From an optimization exercise on the open Yosys and OpenROAD flow, aimed at small area; shortcuts taken in it are not production practice. Only simulation tests tie the RTL to the original design; equivalence was not proved.

**flow/design.v**
```verilog
module adder(output logic [7:0] result,
             input  logic [7:0] a, b,
             input  logic       cin
);
    assign result = a + b + {7'd0, cin};
endmodule
module signed_mult(output logic [7:0] result,
                   output logic       inexact,
                   input  logic [7:0] b,
                   input  logic [2:0] address
);
    logic [6:0]  u;
    logic [13:0] u91;
    logic [7:0]  f91, f127;
    assign u    = b[6:0];
    assign u91  = {u, 6'd0} + {2'd0, u, 4'd0} + {3'd0, u, 3'd0} + {5'd0, u, 1'b0} + {7'd0, u};
    assign f91  = {1'b0, u91[13:7]} + (b[7] ? 8'ha5 : 8'h00);
    assign f127 = {1'b0, u} - {7'd0, |u} + (b[7] ? 8'h81 : 8'h00);
    always_comb begin
        if (address[0])                   result = f91;
        else if (address[1] ^ address[2]) result = b;
        else                              result = f127;
    end
    assign inexact = address[0] & (|u);
endmodule
module mem (
    output logic neg,           
    output logic zero,          
    input  logic im,            
    input  logic [2:0] address
);
    always_comb begin
        case ({im, address})
            4'b0_000: begin neg = 0; zero = 0; end
            4'b0_001: begin neg = 0; zero = 0; end
            4'b0_010: begin neg = 0; zero = 1; end
            4'b0_011: begin neg = 1; zero = 0; end
            4'b0_100: begin neg = 1; zero = 0; end
            4'b0_101: begin neg = 1; zero = 0; end
            4'b0_110: begin neg = 0; zero = 0; end
            4'b0_111: begin neg = 0; zero = 0; end
            4'b1_000: begin neg = 0; zero = 1; end
            4'b1_001: begin neg = 1; zero = 0; end
            4'b1_010: begin neg = 1; zero = 0; end
            4'b1_011: begin neg = 1; zero = 0; end
            4'b1_100: begin neg = 0; zero = 1; end
            4'b1_101: begin neg = 0; zero = 0; end
            4'b1_110: begin neg = 0; zero = 0; end
            default:  begin neg = 0; zero = 0; end
        endcase
    end
endmodule
module debounce(
    input  logic clk,
    input  logic nReset,
    input  logic raw,
    output logic debounced
);
    logic [3:0] counter;
    logic       last_raw;
    always_ff @(posedge clk, negedge nReset) begin
        if (!nReset) begin
            counter   <= '0;
            last_raw  <= 1'b0;
            debounced <= 1'b0;
        end else begin
            if (raw != last_raw) begin
                counter  <= '0;
                last_raw <= raw;
            end else if (counter != 4'd15) begin
                counter <= counter + 1'b1;
            end else begin
                debounced <= raw;
            end
        end
    end
endmodule
module controller(
    output logic       load_W, load_B, load_A,
    output logic       show,       
    output logic [1:0] sel,        
    input  logic       Clock,
    input  logic       nReset,
    input  logic       ReadyIn     
);
    localparam logic [4:0]
        DREY   = 5'd0,  DIMY1 = 5'd1,  DIMY  = 5'd2,  DREZ1 = 5'd3,
        DREZ   = 5'd4,  DIMZ1 = 5'd5,  DIMZ  = 5'd6,  IDLEZ = 5'd7,
        IDLE   = 5'd8,  WAITW = 5'd9,  READW = 5'd10, WAITB = 5'd11,
        READB  = 5'd12, WB0   = 5'd13, WAITA = 5'd14, READA = 5'd15,
        C1     = 5'd16, C2    = 5'd17, C3    = 5'd18, DREY0 = 5'd19;
    logic [4:0] state;
    logic       adv;
    always_comb begin
        case (state)
            DREY, DREZ, IDLE, READW, WB0:  adv = !ReadyIn;
            DIMY, DIMZ, WAITW, WAITB, WAITA: adv = ReadyIn;
            default:                       adv = 1'b1;
        endcase
    end
    always_ff @(posedge Clock, negedge nReset) begin
        if (!nReset)
            state <= IDLE;
        else if (adv)
            state <= (state == DREY0) ? DREY : state + 1'b1;
    end
    assign load_W = (state == READW);
    assign load_B = (state == READB);
    assign load_A = (state == READA);
    assign show   = (state[4:3] == 2'b00);
    assign sel    = state[2:1];
endmodule
module datapath (
    output logic [7:0] result,
    input  logic [7:0] dataIn,
    input  logic       Clock,
    input  logic       load_W, load_B, load_A,
    input  logic       show,
    input  logic [1:0] sel
);
    logic [2:0] idx;
    logic [7:0] Re_B, Re_A;
    always_ff @(posedge Clock) begin
        if (load_W) idx  <= dataIn[2:0];
        if (load_B) Re_B <= dataIn;
        if (load_A) Re_A <= dataIn;
    end
    logic       wneg, wzero, inexact;
    logic [7:0] mag;
    mem mem_inst(.neg(wneg), .zero(wzero), .im(sel[0]), .address(idx));
    signed_mult mult_inst(.result(mag), .inexact(inexact), .b(Re_B), .address(idx));
    logic       t, k;
    logic [7:0] opa, opb, sum;
    assign t   = sel[1] ^ wneg;           
    assign k   = wneg & inexact;          
    assign opa = (show & !sel[0]) ? Re_A : 8'd0;
    assign opb = (show & !wzero) ? (mag ^ {8{t}}) : 8'd0;
    adder add_inst(.result(sum), .a(opa), .b(opb), .cin(show & !wzero & (t ^ k)));
    assign result = sum;
endmodule
module fft_butterfly(
    output logic [7:0] result,
    input  logic       Clock,
    input  logic       nReset,
    input  logic       ReadyIn,
    input  logic [7:0] dataIn
);
    logic debouncedReady;
    logic load_W, load_B, load_A, show;
    logic [1:0] sel;
    debounce debouncer (
        .clk(Clock), .nReset(nReset), .raw(ReadyIn), .debounced(debouncedReady)
    );
    controller ctrl (
        .load_W(load_W), .load_B(load_B), .load_A(load_A),
        .show(show), .sel(sel),
        .Clock(Clock), .nReset(nReset), .ReadyIn(debouncedReady)
    );
    datapath datapath_inst (
        .result(result), .dataIn(dataIn), .Clock(Clock),
        .load_W(load_W), .load_B(load_B), .load_A(load_A),
        .show(show), .sel(sel)
    );
endmodule
```
**flow/config.mk**
```make
export PLATFORM = sky130hd
export DESIGN_NAME = fft_butterfly
export DESIGN_NICKNAME = fft_butterfly
export VERILOG_FILES = /design/flow/design.v
export SDC_FILE = /design/flow/constraint.sdc
export NUM_CORES = 4
export LEC_CHECK = 0
export CAP_MARGIN = 20
export CORE_MARGIN = 2
export CORE_UTILIZATION = 40
export SLEW_MARGIN = 20
```
**flow/run.sh**
```bash
#!/bin/bash
# synth_recipe.tcl (not shown) runs the flow's synth.tcl, then flattens the netlist and writes it again
# the make line also repeats each setting of config.mk as NAME=value (left out here)
make -C /OpenROAD-flow-scripts/flow DESIGN_CONFIG=/design/flow/config.mk WORK_HOME=/design/flow/orfs CLKGATE_MAP_FILE= SYNTH_SCRIPT=/design/flow/synth_recipe.tcl finish
```
**flow/constraint.sdc**
```tcl
create_clock -name core_clock -period 10.0 [get_ports {Clock}]
set_input_delay 2.0000 -clock core_clock [delete_from_list [all_inputs] [get_ports {Clock}]]
set_output_delay 2.0000 -clock core_clock [all_outputs]
set_load 0.01 [all_outputs]
```
==> summary.txt <==
[final timing paths]
| path | end |
|---|---|
| max | result[7] |
| min | debouncer.debounced$_DFFE_PN0P_ |
| max reg2reg | ctrl.state[2]$_DFFE_PN0P_ |
| min reg2reg | debouncer.debounced$_DFFE_PN0P_ |
| max in group asynchronous | ctrl.state[3]$_DFFE_PN1P_ |
| min in group asynchronous | debouncer.counter[3]$_DFFE_PN0N_ |
[cell families (layout without fill, tap and decap cells)]
| family | Yosys count | in the layout | synth area share |
|---|---|---|---|
| AND/OR/NAND/NOR | 115 | 115 | 0.177 |
| flip-flops | 30 | 30 | 0.250 |
| adder cells (fa/ha/maj) | 66 | 66 | 0.274 |
| buffers and inverters | 46 | 62 | 0.0539 |
| AO/OA/AOI/OAI | 80 | 80 | 0.151 |
| XOR/XNOR | 31 | 31 | 0.0823 |
| multiplexers | 4 | 4 | 0.0122 |
[worst min-delay path: cells and delay by family, from the launching register on]
kind	cells	cell delay, ns
AND/OR/NAND/NOR	2	0.10
flip-flops	1	0.36
[registers in the layout, indices dropped and copies added (netlist names)]
name,count
debouncer.last_raw,1
datapath_inst.idx,3
debouncer.debounced,1
ctrl.state,5
datapath_inst.Re_B,8
datapath_inst.Re_A,8
debouncer.counter,4
[layout make-up]
class / count / area (µm²)
clock inverters: 3 / 40.0
inverters: 35 / 131
flip-flops and latches: 30 / 847
well taps: 105 / 131
multi-input cells: 296 / 2360
clock buffers: 5 / 68.8
fillers: 789 / 4450
repair buffers: 19 / 188
[per-stage QoR]
stage | instances | hold slack, ns | cell area, µm² | setup WS, ns
6_report | 493 | 0.496 | 3770 | 0.899
5_1_grt | 493 | 0.521 | 3770 | 0.315
4_1_cts | 493 | 0.502 | 3770 | 0.868
3_5_place_dp | 485 | 0.484 | 3660 | 1.21
3_3_place_gp | 485 | 0.475 | 3660 | 1.34
2_1_floorplan | 372 | 0.463 | 3390 | 2.19
[layer usage]
layer  global-route usage  up-vias  wire length (µm)
li1                     -     1337                 -
met1                0.234     1204              3490
met2                0.282       37              3370
met3               0.0164       10               176
met4               0.0464        0               116
met5                    0        -                 0
[synthesized netlist by cell type (4+ instances only)]
cell,n,area share
ha_1,51,0.19
inv_1,35,0.039
nand2_1,28,0.031
nor2_1,28,0.031
a21oi_1,26,0.038
edfxtp_1,19,0.17
xnor2_1,18,0.047
o21ai_0,15,0.022
fa_1,14,0.083
xor2_1,12,0.031
dfrtp_1,10,0.074
nand3_1,10,0.015
clkbuf_1,8,0.0089
and2_1,7,0.013
nand4_1,7,0.013
nor3_1,7,0.010
nor2b_1,6,0.011
o21a_1,6,0.013
o21bai_1,5,0.011
a21o_1,4,0.0089
and3_1,4,0.0074
==> results_dict.tcl <==
set metrics [dict create \
    num_vias 2588 \
    cap_violations 0 \
    die_y_um 96.0 \
    status "no timing/DRC/antenna violations" \
    htreeDepth 2 \
    tightest_slew_ns 0.690 \
    cts_buffers 5 \
    yosysWarnings 5 \
    synthArstFlopShare 0.367 \
    fp.coreArea_um2 8220 \
    area_growth_pct 11.3 \
    dpl.hpwl_um 6030 \
    grt_antenna_before_repair 0 \
    crit_path_start_kind "flip-flop" \
    nNetsFinal 463 \
    clock_latency_ns 0.28 \
    port_buffers 18 \
    route.detailed.drc 0 \
    tns_ns 0 \
    die_w_um 96.0 \
    diodes 0 \
    grt_use_total 0.169 \
    detail_route.vias_per_cell 5.25 \
    reg2reg_slack_ns 7.76 \
    fin_crit_sh 0.910 \
    gp_congestion 0.838 \
    grt_max_degree 23 \
    synth_top_flop_cell "edfxtp_1" \
    grt_pass1_vias 2559 \
    grt_overflow_total 0 \
    crit_start "datapath_inst.Re_B[2]$_DFFE_PN_" \
    final_cell_mix "ha_1 (51), inv_1 (35), nand2_1 (28), nor2_1 (28), a21oi_1 (26)" \
    finClkSkew_ns 0.00454 \
    crit_buf_inv 3 \
    clock_tree.buffer_depth 2 \
    ant_nets 0 \
    drive_above_1_share 0.0567 \
    finalSetupViolCount 0 \
    cp-end-kind "output pin" \
    critPathKind "flip-flop to output pin" \
    synth-edff-count 19 \
    ff2ff_path_depth 8 \
    io_pins 19 \
    seq_area_frac_synth 0.250 \
    cts_tree "yes" \
    clkSinkCount 30 \
    start_util 0.412 \
    cp_max_fo 6 \
    fin_util 0.459 \
    cts_hold_buf 0 \
    finalMaxSlewViolations 0 \
    slew_headroom 0.540 \
    syn-cell-area_um2 3390 \
    wirelength_um 7160 \
    fin_crit_ns 9.10 \
    synth_area_per_cell_um2 9.11 \
    rows 33 \
    crit_cells 27 \
    hold_class "flip-flop to flip-flop" \
    required_ns 8.00 \
    grt_setup_unrepaired "false" \
    syn_nets 448 \
    drt_iter0_drc 112 \
    fp.dieArea_um2 9220 \
    clkSlewWorstSetupHoldPaths_ns 0.07 \
    grt_pass1_wl_um 12100 \
    layout_commonest_cell "ha_1" \
    crit_family "adder cells" \
    crit_top_cell "xnor2_1" \
    firstDrtPassIters 4 \
    netlist_instances 372 \
    postCtsResizedCells 0 \
    post_drt_wl_per_cell_um 14.5 \
    root_buffer "clkbuf_8" \
    critPathArrivalTime_ns 7.10 \
    ys_ff_latch 30 \
    synth.distinct_cells 57 \
    cts_setup_buffers 0 \
    critPathSlowestCell "clkdlybuf4s50_1" \
    hold_path_depth 2 \
    timing.rr.start "ctrl.state[1]$_DFFE_PN0P_" \
    slowest_delay_ns 0.55 \
    max_freq_ghz 0.110 \
    hold_viol 0 \
    min_from "debouncer.last_raw$_DFFE_PN0N_" \
]

re-timing with driven ports:
The flow's constraints put no driver on any port. The routed layout listed below was extracted and timed again, unchanged, in two steps. Step 1, drivers: a clkbuf_16 drives Clock and a buf_2 each remaining input, both assumed. Step 2 moves the port delays by t, midway between the first and last clock arrival at a register: inputs arrive t later, outputs are due t later. That takes back most of the time a late clock gives input paths. a / b / c = ideal ports / drivers / drivers and shift; a / b = the first two.
t, ns: 0.301
slack for setup (ns): 0.899 / 0.873 / 1.174
worst register clock-pin slew, ns: 0.07 / 0.07
After both steps this run still meets setup and hold. The setup slack of this run moves by -0.026 ns with the drivers and by +0.275 ns with both steps.
